Background: an optimization exercise with open tools, aiming at small area. Do not read the settings as production practice. Function was checked by simulation only, so behaviour that the tests miss may differ from the original. The flow treats the clock pin as an ideal source, which a real chip does not have. Power figures rest on the tool's default switching activity, not on a simulated workload.

## SDRAM_arbit
module SDRAM_arbit(
    input                   sysclk_100M         ,
    input                   rst_n               ,
    output                  CKE                 ,
    output                  cs_n                ,
    output  reg             ras_n               ,
    output  reg             cas_n               ,
    output  reg             we_n                ,
    output          [12:0]  addr                ,
    output          [ 1:0]  ba                  ,
    output          [ 1:0]  dqm                 ,
    output          [15:0]  dq_o                ,
    output                  dq_oe               ,
    input           [15:0]  dq_i                ,
    input                   write_trig          ,
    output                  write_data_vld      ,
    input           [15:0]  w_dq                ,
    input                   read_trig           ,
    output                  read_data_vld       ,
    output          [15:0]  r_dq                ,
    output                  write_end
);
==> flow/config.mk <==
export PLATFORM = sky130hd
export DESIGN_NAME = SDRAM_arbit
export DESIGN_NICKNAME = SDRAM_arbit
export VERILOG_FILES = /design/flow/design.v
export SDC_FILE = /design/flow/constraint.sdc
export NUM_CORES = 4
export LEC_CHECK = 0
export CAP_MARGIN = 20
export CORE_MARGIN = 2
export CORE_UTILIZATION = 40
export GPL_TIMING_DRIVEN = 0
export SLEW_MARGIN = 20
==> flow/constraint.sdc <==
create_clock -name core_clock -period 10.0 [get_ports {sysclk_100M}]
set_input_delay 2.0000 -clock core_clock [delete_from_list [all_inputs] [get_ports {sysclk_100M}]]
set_output_delay 2.0000 -clock core_clock [all_outputs]
set_load 0.01 [all_outputs]
standard.sh (not shown) runs the stock make flow with config.mk's settings and CLKGATE_MAP_FILE= SYNTH_SCRIPT=/design/flow/synth_recipe.tcl, a recipe that flattens the netlist after the stock synthesis.
==> flow/flow/run.sh <==
#!/bin/bash
# Layout: the standard ORFS flow (standard.sh) with these changes:
# - synthesis: the standard flow's own synthesis script with flow/synth_overrides.tcl inserted, which
#   maps adders ripple-carry, leaves them to ABC instead of adder cells, and runs ABC
#   with an area script (flow/area.abc); the flip-flops and their names are the
#   standard synthesis's;
# - clock tree: flow/clock_tree.tcl, in place of TritonCTS's H-tree: the clock port drives
#   four clock buffers, one per quadrant of the flip-flops, each a clkbuf_8 unless its
#   quadrant needs a clkbuf_16;
# - port buffers: the smallest buffer cell;
# - constant outputs: the synthesis's two tie cells, not one tie cell per output.
# Each tool's output stays in orfs/logs; the make run's own output goes to standard.log.
set -euo pipefail
cd "$(dirname "$0")/.."
{ head -n 1 synth_recipe.tcl; cat flow/synth_overrides.tcl; tail -n +2 synth_recipe.tcl; } > flow_synth.tcl
sed "s#SYNTH_SCRIPT=[^ ]*#SYNTH_SCRIPT=$PWD/flow_synth.tcl#" standard.sh > flow_standard.sh
grep -q "SYNTH_SCRIPT=$PWD/flow_synth.tcl" flow_standard.sh
export FLOW_AREA_ABC="$PWD/flow/area.abc"
export PRE_CTS_TCL="$PWD/flow/clock_tree.tcl"
export CTS_ARGS="-sink_clustering_enable -repair_clock_nets -buf_list sky130_fd_sc_hd__clkbuf_8 -dont_use_dummy_load"
export BUFFER_PORTS_ARGS="-buffer_cell sky130_fd_sc_hd__buf_1"
export SKIP_REPAIR_TIE_FANOUT=1
bash flow_standard.sh > standard.log 2>&1
==> flow/flow/synth_overrides.tcl <==
# Inserted by flow/run.sh into the standard flow's synthesis script (synth_recipe.tcl) right after
# its first line, before ORFS's synth.tcl runs. Only the combinational mapping changes;
# the flip-flop mapping, names and everything else stay the standard synthesis's.
#
# Adders: Yosys's default ripple-carry map instead of ORFS's Kogge-Stone extra map
# (synth.tcl adds that map only while SYNTH_OPERATIONS_ARGS is empty), and no
# extraction of half and full adders into adder cells ahead of ABC, so that ABC maps
# them together with the logic around them.
set ::env(SYNTH_OPERATIONS_ARGS) " "
set ::env(ADDER_MAP_FILE) ""
# ABC: an area-oriented script (flow/area.abc: three rounds of rewriting, choice
# computation and area-recovering mapping) without ORFS's delay target, which
# reaches ABC as 10 ps because the clock period is given in ns.
proc abc {args} {
  set keep {}
  set skip 0
  foreach a $args {
    if {$skip} { set skip 0; continue }
    if {$a eq "-script" || $a eq "-D"} { set skip 1; continue }
    lappend keep $a
  }
  yosys abc -script $::env(FLOW_AREA_ABC) {*}$keep
}
# No buffers on pass-through wires (the standard flow removes them again in placement).
set ::env(SYNTH_INSBUF) 0
Other scripts of this flow, unchanged in this note and not shown: flow/flow/area.abc, flow/flow/clock_tree.tcl
==> next run, changes <==
--- a/flow/flow/synth_overrides.tcl
+++ b/flow/flow/synth_overrides.tcl
@@ -22,4 +22,2 @@
   yosys abc -script $::env(FLOW_AREA_ABC) {*}$keep
 }
-# No buffers on pass-through wires (the standard flow removes them again in placement).
-set ::env(SYNTH_INSBUF) 0
--- a/flow/config.mk
+++ b/flow/config.mk
@@ -6,7 +6,6 @@
 export NUM_CORES = 4
 export LEC_CHECK = 0
-export CAP_MARGIN = 20
+export CAP_MARGIN = 0
 export CORE_MARGIN = 2
 export CORE_UTILIZATION = 40
-export GPL_TIMING_DRIVEN = 0
-export SLEW_MARGIN = 20
+export SLEW_MARGIN = 0
What happened: Clock power stays flat. Critical path depth stays the same. First-iteration DRC count climbs by 26%. Fmax rises by 1.8%. Worst setup slack is better by 97 ps. Sequential power barely changes. Via count went up by 0.55%. Register-to-register slack improved by 530 ps. Cell area barely changes.

Another version of the RTL of SDRAM_arbit (not shown whole).
Size in the first run: about 530 cells after synthesis, about 94 I/O pins, ~4600 µm² of cells after synthesis.
Settings: LEC_CHECK=0, CAP_MARGIN=20, CORE_MARGIN=2, CORE_UTILIZATION=40, SLEW_MARGIN=20; clock period 10.0 ns.
run.sh (not shown) runs the stock make flow with config.mk's settings and CLKGATE_MAP_FILE= SYNTH_SCRIPT=/design/flow/synth_recipe.tcl, a recipe that flattens the netlist after the stock synthesis.
Stock flow here: none of the scripts above is used.
Edit:
Settings changed: CTS_BUF_LIST set to sky130_fd_sc_hd__clkbuf_8.
Die area stays the same.
Area after synthesis stays the same.
Count of clock-buffer cells in the layout does not change.
Utilization goes down by 0.90 points.
Non-clock buffer count stays the same.
Routed wire length decreases by 0.93%.
Worst setup slack degrades by 30 ps.
Cell area came out lower by 2.0%.
Power shrinks by 14%.
Combinational power stays flat.
Global-route usage barely changes.

Another version of the RTL of SDRAM_arbit (not shown whole).
Size in the first run: roughly 390 cells after synthesis, roughly 94 I/O pins, roughly 3200 um^2 of cells after synthesis.
clock: 10.0 ns
lec_check: 0
cap_margin: 20
core_margin: 2
core_utilization: 40
slew_margin: 20
standard.sh (not shown) runs the stock make flow with config.mk's settings and CLKGATE_MAP_FILE= SYNTH_SCRIPT=/design/flow/synth_recipe.tcl, a recipe that flattens the netlist after the stock synthesis.
==> flow/flow/area.abc <==
strash
dc2
strash
&get -n
&dch -f
&nf -p -F 8 -A 4 -R 1000
&put
strash
dc2
strash
&get -n
&dch -f
&nf -p -F 8 -A 4 -R 1000
&put
strash
dc2
strash
&get -n
&dch -f
&nf -p -F 8 -A 4 -R 1000
&put
==> flow/flow/synth_overrides.tcl <==
# Inserted by flow/run.sh into the standard flow's synthesis script (synth_recipe.tcl) right after
# its first line, before ORFS's synth.tcl runs. Only the combinational mapping changes;
# the flip-flop mapping, names and everything else stay the standard synthesis's.
#
# Adders: Yosys's default ripple-carry map instead of ORFS's Kogge-Stone extra map
# (synth.tcl adds that map only while SYNTH_OPERATIONS_ARGS is empty), and no
# extraction of half and full adders into adder cells ahead of ABC, so that ABC maps
# them together with the logic around them.
set ::env(SYNTH_OPERATIONS_ARGS) " "
set ::env(ADDER_MAP_FILE) ""
# ABC: an area-oriented script (flow/area.abc: three rounds of rewriting, choice
# computation and area-recovering mapping) without ORFS's delay target, which
# reaches ABC as 10 ps because the clock period is given in ns.
proc abc {args} {
  set keep {}
  set skip 0
  foreach a $args {
    if {$skip} { set skip 0; continue }
    if {$a eq "-script" || $a eq "-D"} { set skip 1; continue }
    lappend keep $a
  }
  yosys abc -script $::env(FLOW_AREA_ABC) {*}$keep
}
Scripts as last shown in full above: flow/flow/run.sh
Other scripts of this flow, unchanged in this note and not shown: flow/flow/clock_tree.tcl
The baseline finished with timing, DRC and antenna clean.
==> next run, changes <==
--- a/flow/flow/run.sh
+++ b/flow/flow/run.sh
@@ -3,5 +3,4 @@
 # - synthesis: the standard flow's own synthesis script with flow/synth_overrides.tcl inserted, which
-#   maps adders ripple-carry, leaves them to ABC instead of adder cells, and runs ABC
-#   with an area script (flow/area.abc); the flip-flops and their names are the
-#   standard synthesis's;
+#   maps adders ripple-carry and runs ABC with an area script (flow/area.abc); the
+#   flip-flops and their names are the standard synthesis's;
 # - clock tree: flow/clock_tree.tcl, in place of TritonCTS's H-tree: the clock port drives
==> flow/flow/area.abc (replaced) <==
strash
dc2
strash
&get -n
&dch -f
&nf -p -F 8 -A 4 -R 1000
&put
--- a/flow/flow/synth_overrides.tcl
+++ b/flow/flow/synth_overrides.tcl
@@ -5,9 +5,5 @@
 # Adders: Yosys's default ripple-carry map instead of ORFS's Kogge-Stone extra map
-# (synth.tcl adds that map only while SYNTH_OPERATIONS_ARGS is empty), and no
-# extraction of half and full adders into adder cells ahead of ABC, so that ABC maps
-# them together with the logic around them.
+# (synth.tcl adds that map only while SYNTH_OPERATIONS_ARGS is empty).
 set ::env(SYNTH_OPERATIONS_ARGS) " "
-set ::env(ADDER_MAP_FILE) ""
-# ABC: an area-oriented script (flow/area.abc: three rounds of rewriting, choice
-# computation and area-recovering mapping) without ORFS's delay target, which
+# ABC: an area-oriented script (flow/area.abc) without ORFS's delay target, which
 # reaches ABC as 10 ps because the clock period is given in ns.
Die area came out higher by a little under a tenth.
Synthesized area came out higher by a little under a tenth.
Final area came out higher by roughly a tenth.
First-iteration DRC count came out lower by a few percent.
Power hardly moves.
Setup slack gains 0.11 ns.
Synthesized cell count came out lower slightly.
Flip-flop and latch count does not change.

Setup of trial 80:
SDRAM_arbit, a different RTL version from the one above (not shown whole).
Size: ~450 cells after synthesis, ~63 flip-flops, ~94 I/O pins, about 0.0039 sq mm of cells after synthesis.
export LEC_CHECK = 0
export CAP_MARGIN = 0
export CORE_MARGIN = 2
export CORE_UTILIZATION = 40
export GPL_TIMING_DRIVEN = 0
export SLEW_MARGIN = 0
create_clock -name core_clock -period 10.0 [get_ports {sysclk_100M}]
==> flow/flow/run.sh <==
#!/bin/bash
# Layout: the standard ORFS flow (standard.sh, standard synthesis unchanged) with three
# changes: the clock tree is built by flow/clock_tree.tcl (the clock port drives four
# clkbuf_8, one per quadrant of the flip-flops) in place of TritonCTS's H-tree; the port
# buffers use the smallest buffer cell; and the constant outputs keep the synthesis's two
# tie cells instead of one tie cell each. Each tool's output stays in orfs/logs;
# standard.sh's own output goes to standard.log.
set -euo pipefail
cd "$(dirname "$0")/.."
export PRE_CTS_TCL="$PWD/flow/clock_tree.tcl"
export CTS_ARGS="-sink_clustering_enable -repair_clock_nets -buf_list sky130_fd_sc_hd__clkbuf_8 -dont_use_dummy_load"
export BUFFER_PORTS_ARGS="-buffer_cell sky130_fd_sc_hd__buf_1"
export SKIP_REPAIR_TIE_FANOUT=1
bash standard.sh > standard.log 2>&1
Other scripts of this flow, unchanged in this note and not shown: flow/flow/clock_tree.tcl
Input-level comparison between build 16 and trial 80:
- SLEW_MARGIN now 20, was 0
- GPL_TIMING_DRIVEN no longer set, was 0
- CAP_MARGIN now 20, was 0
Notes after the runs:
- Build 16 finished every step from synthesis to the final layout, and the layout passed the timing, DRC and antenna checks.
- In build 16, the final critical path time including I/O delays and setup came out 49 ps above the value in trial 80.
- | area growth from synthesis to layout | build 16 vs trial 80 | 12 points lower |
- [build 16] sequential cell fraction of total power rose 3.7 points relative to trial 80
- Build 16 vs trial 80 — power density normalized to cell area rose 6.5%.
- Comparing trial 80 and build 16, the lower cell total after placement was measured on build 16.
- Compared with trial 80, build 16 shows a lower total global routing track utilization.
- Looking at internal portion of total power across both flows, build 16 is the stronger of the two, with trial 80 trailing.
- In terms of tightest hold margin, trial 80 and build 16 differ only marginally.
- Relative to trial 80, setup slack after placement has decreased by 13 ps in build 16.
- When build 16 is set beside trial 80, its final area turns out to be about 11% smaller.

## separate check: timing with driven ports
The results above use ideal ports. As a check the final layouts listed here were re-extracted and re-timed, cells and wires unchanged.
Step 1, drivers: a clkbuf_16 drives sysclk_100M and a buf_2 each remaining input, both assumed.
Step 2 also shifts input and output timing later by t, the mid clock arrival at the registers, as if the neighbouring blocks saw the same clock.
Three values: ideal, step 1, step 2; two values: the first two.
run	shift t [ns]	setup WS [ns]	worst setup path after step 2	latest minus earliest clock arrival (ns)	slew at the worst register clock pin (ns)
the first run of note 1	0.214	4.606 / 4.544 / 4.758	register to output	0.010 / 0.010	0.10 / 0.10
the second run of note 1	0.213	4.704 / 4.643 / 4.856	register to output	0.010 / 0.010	0.10 / 0.10
the first run of note 2	0.370	4.139 / 4.103 / 4.473	register to output	0.006 / 0.006	0.06 / 0.06
the second run of note 2	0.388	4.108 / 4.076 / 4.464	register to output	0.006 / 0.006	0.08 / 0.08
the first run of note 3	0.211	4.696 / 4.638 / 4.849	register to output	0.011 / 0.012	0.10 / 0.10
the second run of note 3	0.218	4.804 / 4.739 / 4.957	register to output	0.007 / 0.008	0.10 / 0.10
trial 80	0.226	5.010 / 4.944 / 5.170	register to output	0.014 / 0.014	0.11 / 0.11
build 16	0.224	4.961 / 4.895 / 5.120	register to output	0.023 / 0.023	0.12 / 0.12
After both steps setup and hold are still met in every run listed.
